Context: an optimization exercise on an open-source flow, tuned for small area, a short achievable clock period and few clock cycles. The choices shown serve that exercise and are no tape-out recipe.
RTL that was checked went through simulation tests only; none was proved equivalent to the original.

Design projeto, start of the top module:
module projeto(
    input ck,
    input inicio,
    input rst,
    input [15:0] X,
    input [15:0] A,
    input [15:0] B,
    input [15:0] C,
    output pronto,
    output overflow,
    output [15:0] resultado
);
For scale: roughly 520 cells after synthesis, about 27 flip-flops, about 4800 sq um of cells after synthesis.
clock: 9.5 ns
lec_check: 0
abc_area: 1
cap_margin: 20
core_margin: 2
core_utilization: 60
cts_buf_list: sky130_fd_sc_hd__clkbuf_4 sky130_fd_sc_hd__clkbuf_8
setup_slack_margin: 4.0
slew_margin: 20
standard.sh (not shown) runs the stock make flow with config.mk's settings and CLKGATE_MAP_FILE= SYNTH_SCRIPT=/design/flow/synth_recipe.tcl, a recipe that flattens the netlist after the stock synthesis.
==> flow/flow/run.sh <==
#!/bin/bash
# The standard layout (standard.sh) with these changes:
#  - the multiply-add tree, module mac, is laid out from flow/mac_cells.v, the
#    same circuit as mac in rtl/ula.v built from cells by hand (both are
#    generated by gen/mkhand.py), so that its partial products are single
#    NAND gates feeding full-adder cells of inverted polarity;
#  - synthesis skips Yosys's early "abc -fast" (SYNTH_ARGS=-noabc);
#  - port buffers use the smallest buffer, but for the X ports (buf_4).
# Registers and their names are those of the standard synthesis.
set -euo pipefail
export SYNTH_ARGS="-noabc"
export BUFFER_PORTS_ARGS="-buffer_cell sky130_fd_sc_hd__buf_1"
# ... except the X ports, whose buffers drive many gates (flow/xbuf.tcl)
export POST_GLOBAL_PLACE_TCL="$PWD/flow/xbuf.tcl"
# design.v with module mac replaced by the cell-level one
awk '/^module mac\(/ {skip = 1} !skip {print} skip && /^endmodule/ {skip = 0}' design.v > design_cells.v
grep -q '^module mac(' design_cells.v && { echo "module mac still in design_cells.v"; exit 1; }
cat flow/mac_cells.v >> design_cells.v
sed "s#CLKGATE_MAP_FILE= #CLKGATE_MAP_FILE= VERILOG_FILES=$PWD/design_cells.v #" standard.sh > standard_cells.sh
grep -q "VERILOG_FILES=$PWD/design_cells.v" standard_cells.sh
bash standard_cells.sh > standard.log 2>&1
Other scripts of this flow, unchanged in this note and not shown: flow/flow/mac_cells.v, flow/flow/xbuf.tcl
The baseline finished with timing, DRC and antenna clean.
Testbench counts at the start, summed over its fixed seeds: cycles 4,523.
Next try:
Settings changed: ABC_AREA 1 to default, PLACE_DENSITY from default to 0.75.
Result:
- synthesized cell count decreases by roughly a tenth
- worst setup slack degrades by 0.043 ns
- global-route usage decreases by 0.83 points
- non-clock buffer count increases by 2
- utilization decreases by 0.38 points
- area after synthesis decreases by a few percent
- first-iteration DRC count increases by well over a third
- hold slack improves by 0.26 ns
- maximum frequency decreases slightly
Next try:
Settings changed: PLACE_DENSITY 0.75 to default.
What happened:
- register-to-register slack improves by 0.08 ns
- die area does not change
- final area drops by 3.4%
- worst setup slack is better by 0.087 ns
- maximum frequency rises by 1.6%
- core utilization came out lower by 2.4 points
- count of clock-buffer cells in the layout stays the same

---

projeto, a different RTL version from the one above (not shown whole).
Size: about 470 cells after synthesis, ~85 I/O pins, about 4900 um^2 of cells after synthesis.
==> flow/config.mk <==
export PLATFORM = sky130hd
export DESIGN_NAME = projeto
export DESIGN_NICKNAME = projeto
export VERILOG_FILES = /design/flow/design.v
export SDC_FILE = /design/flow/constraint.sdc
export NUM_CORES = 4
export LEC_CHECK = 0
export CAP_MARGIN = 20
export CORE_MARGIN = 2
export CORE_UTILIZATION = 40
export SETUP_SLACK_MARGIN = 3.2
export SLEW_MARGIN = 20
==> flow/constraint.sdc <==
create_clock -name core_clock -period 9.5 [get_ports {ck}]
set_input_delay 1.9000 -clock core_clock [delete_from_list [all_inputs] [get_ports {ck}]]
set_output_delay 1.9000 -clock core_clock [all_outputs]
set_load 0.01 [all_outputs]
==> flow/flow/run.sh <==
#!/bin/bash
# Standard ORFS layout with two changes: Yosys's early "abc -fast" is skipped so the
# explicit adder tree in the RTL maps straight onto full-adder cells, and port buffers
# use the smallest buffer.
set -euo pipefail
export SYNTH_ARGS="-noabc"
export BUFFER_PORTS_ARGS="-buffer_cell sky130_fd_sc_hd__buf_1"
bash standard.sh > standard.log 2>&1
Change:
==> flow/run.sh (new file) <==
#!/bin/bash
# synth_recipe.tcl (not shown) runs the flow's synth.tcl, then flattens the netlist and writes it again
# the make line also repeats each setting of config.mk as NAME=value (left out here)
make -C /OpenROAD-flow-scripts/flow DESIGN_CONFIG=/design/flow/config.mk WORK_HOME=/design/flow/orfs CLKGATE_MAP_FILE= SYNTH_SCRIPT=/design/flow/synth_recipe.tcl finish
SETUP_SLACK_MARGIN = unset   (was 3.2)
removed: flow/flow/run.sh
removed: flow/standard.sh
The changed run ran to the end with no violations.
Worst hold slack gains 0.36 ns.
Worst setup slack is worse by 1.4 ns.
Final area went up by a few percent.
Routed wire length rises by a few percent.
Clock-buffer cell count is unchanged.
Fmax drops by about a fifth.
Synthesized cell count came out higher by about a fifth.
Global-route usage falls by 0.62 points.
Sequential cell count does not change.
First-iteration DRC count rises by a little under a tenth.
Change:
ABC_CLOCK_PERIOD_IN_PS = 5500   (was unset)
SETUP_SLACK_MARGIN = 3.5   (was unset)
=>
- worst setup slack gains 0.87 ns
- core utilization is higher by 6.3 points
- cell area is higher by 13%
- flip-flop and latch count stays the same
- cell count is higher by 5.9%
- via count is higher by 4.7%
- die area is unchanged
- non-clock buffer count is higher by 48
- clock-buffer cell count does not change
Change:
==> flow/flow/run.sh (new file) <==
#!/bin/bash
# Standard ORFS layout with two changes: Yosys's early "abc -fast" is skipped so the
# explicit adder tree in the RTL maps straight onto full-adder cells, and port buffers
# use the smallest buffer.
set -euo pipefail
export SYNTH_ARGS="-noabc"
export BUFFER_PORTS_ARGS="-buffer_cell sky130_fd_sc_hd__buf_1"
bash standard.sh > standard.log 2>&1
==> flow/standard.sh (new file) <==
#!/bin/bash
# synth_recipe.tcl (not shown) runs the flow's synth.tcl, then flattens the netlist and writes it again
# the make line also repeats each setting of config.mk as NAME=value (left out here)
make -C /OpenROAD-flow-scripts/flow DESIGN_CONFIG=/design/flow/config.mk WORK_HOME=/design/flow/orfs CLKGATE_MAP_FILE= SYNTH_SCRIPT=/design/flow/synth_recipe.tcl "${@:-finish}"
ABC_CLOCK_PERIOD_IN_PS = unset   (was 5500)
SETUP_SLACK_MARGIN = unset   (was 3.5)
removed: flow/run.sh
After rerunning:
- The changed run went through all stages and came out clean
- flip-flop and latch count is unchanged
- routed wire length came out lower by 17%
- area after synthesis came out lower by about 5.6%
Function was not checked in any run of this note: the RTL went through the layout flow alone.

[afterwards: timing with drivers on the ports]
The results above use ideal ports. As a check the final layouts listed here were re-extracted and re-timed, cells and wires unchanged.
Step 1 assumes that a clkbuf_16 drives the clock port and a buf_2 every other input.
Step 2 times the ports against the registers' clock, not the clock port: input delays grow and output delays shrink by t, the midpoint of the rising clock arrivals with the driver on.
Three values: ideal, step 1, step 2; two values: the first two.
run | t (ns) | setup WS [ns] | worst slew at a driven data input, ns
the first run of note 1 | 0.300 | 3.964 / 3.943 / 3.643 | 0.10
the second run of note 1 | 0.318 | 3.922 / 3.894 / 3.576 | 0.08
the third run of note 1 | 0.320 | 4.009 / 4.011 / 3.692 | 0.06
the first run of note 2 | 0.283 | 3.130 / 3.140 / 2.856 | 0.05
the second run of note 2 | 0.281 | 1.756 / 1.766 / 1.484 | 0.05
the third run of note 2 | 0.278 | 2.625 / 2.619 / 2.342 | 0.04
the fourth run of note 2 | 0.289 | 2.702 / 2.709 / 2.419 | 0.04
After both steps setup and hold are still met in every run listed. The setup slack of the second run of note 1, which loses most, moves by -0.028 ns with the drivers and by -0.346 ns with both steps.
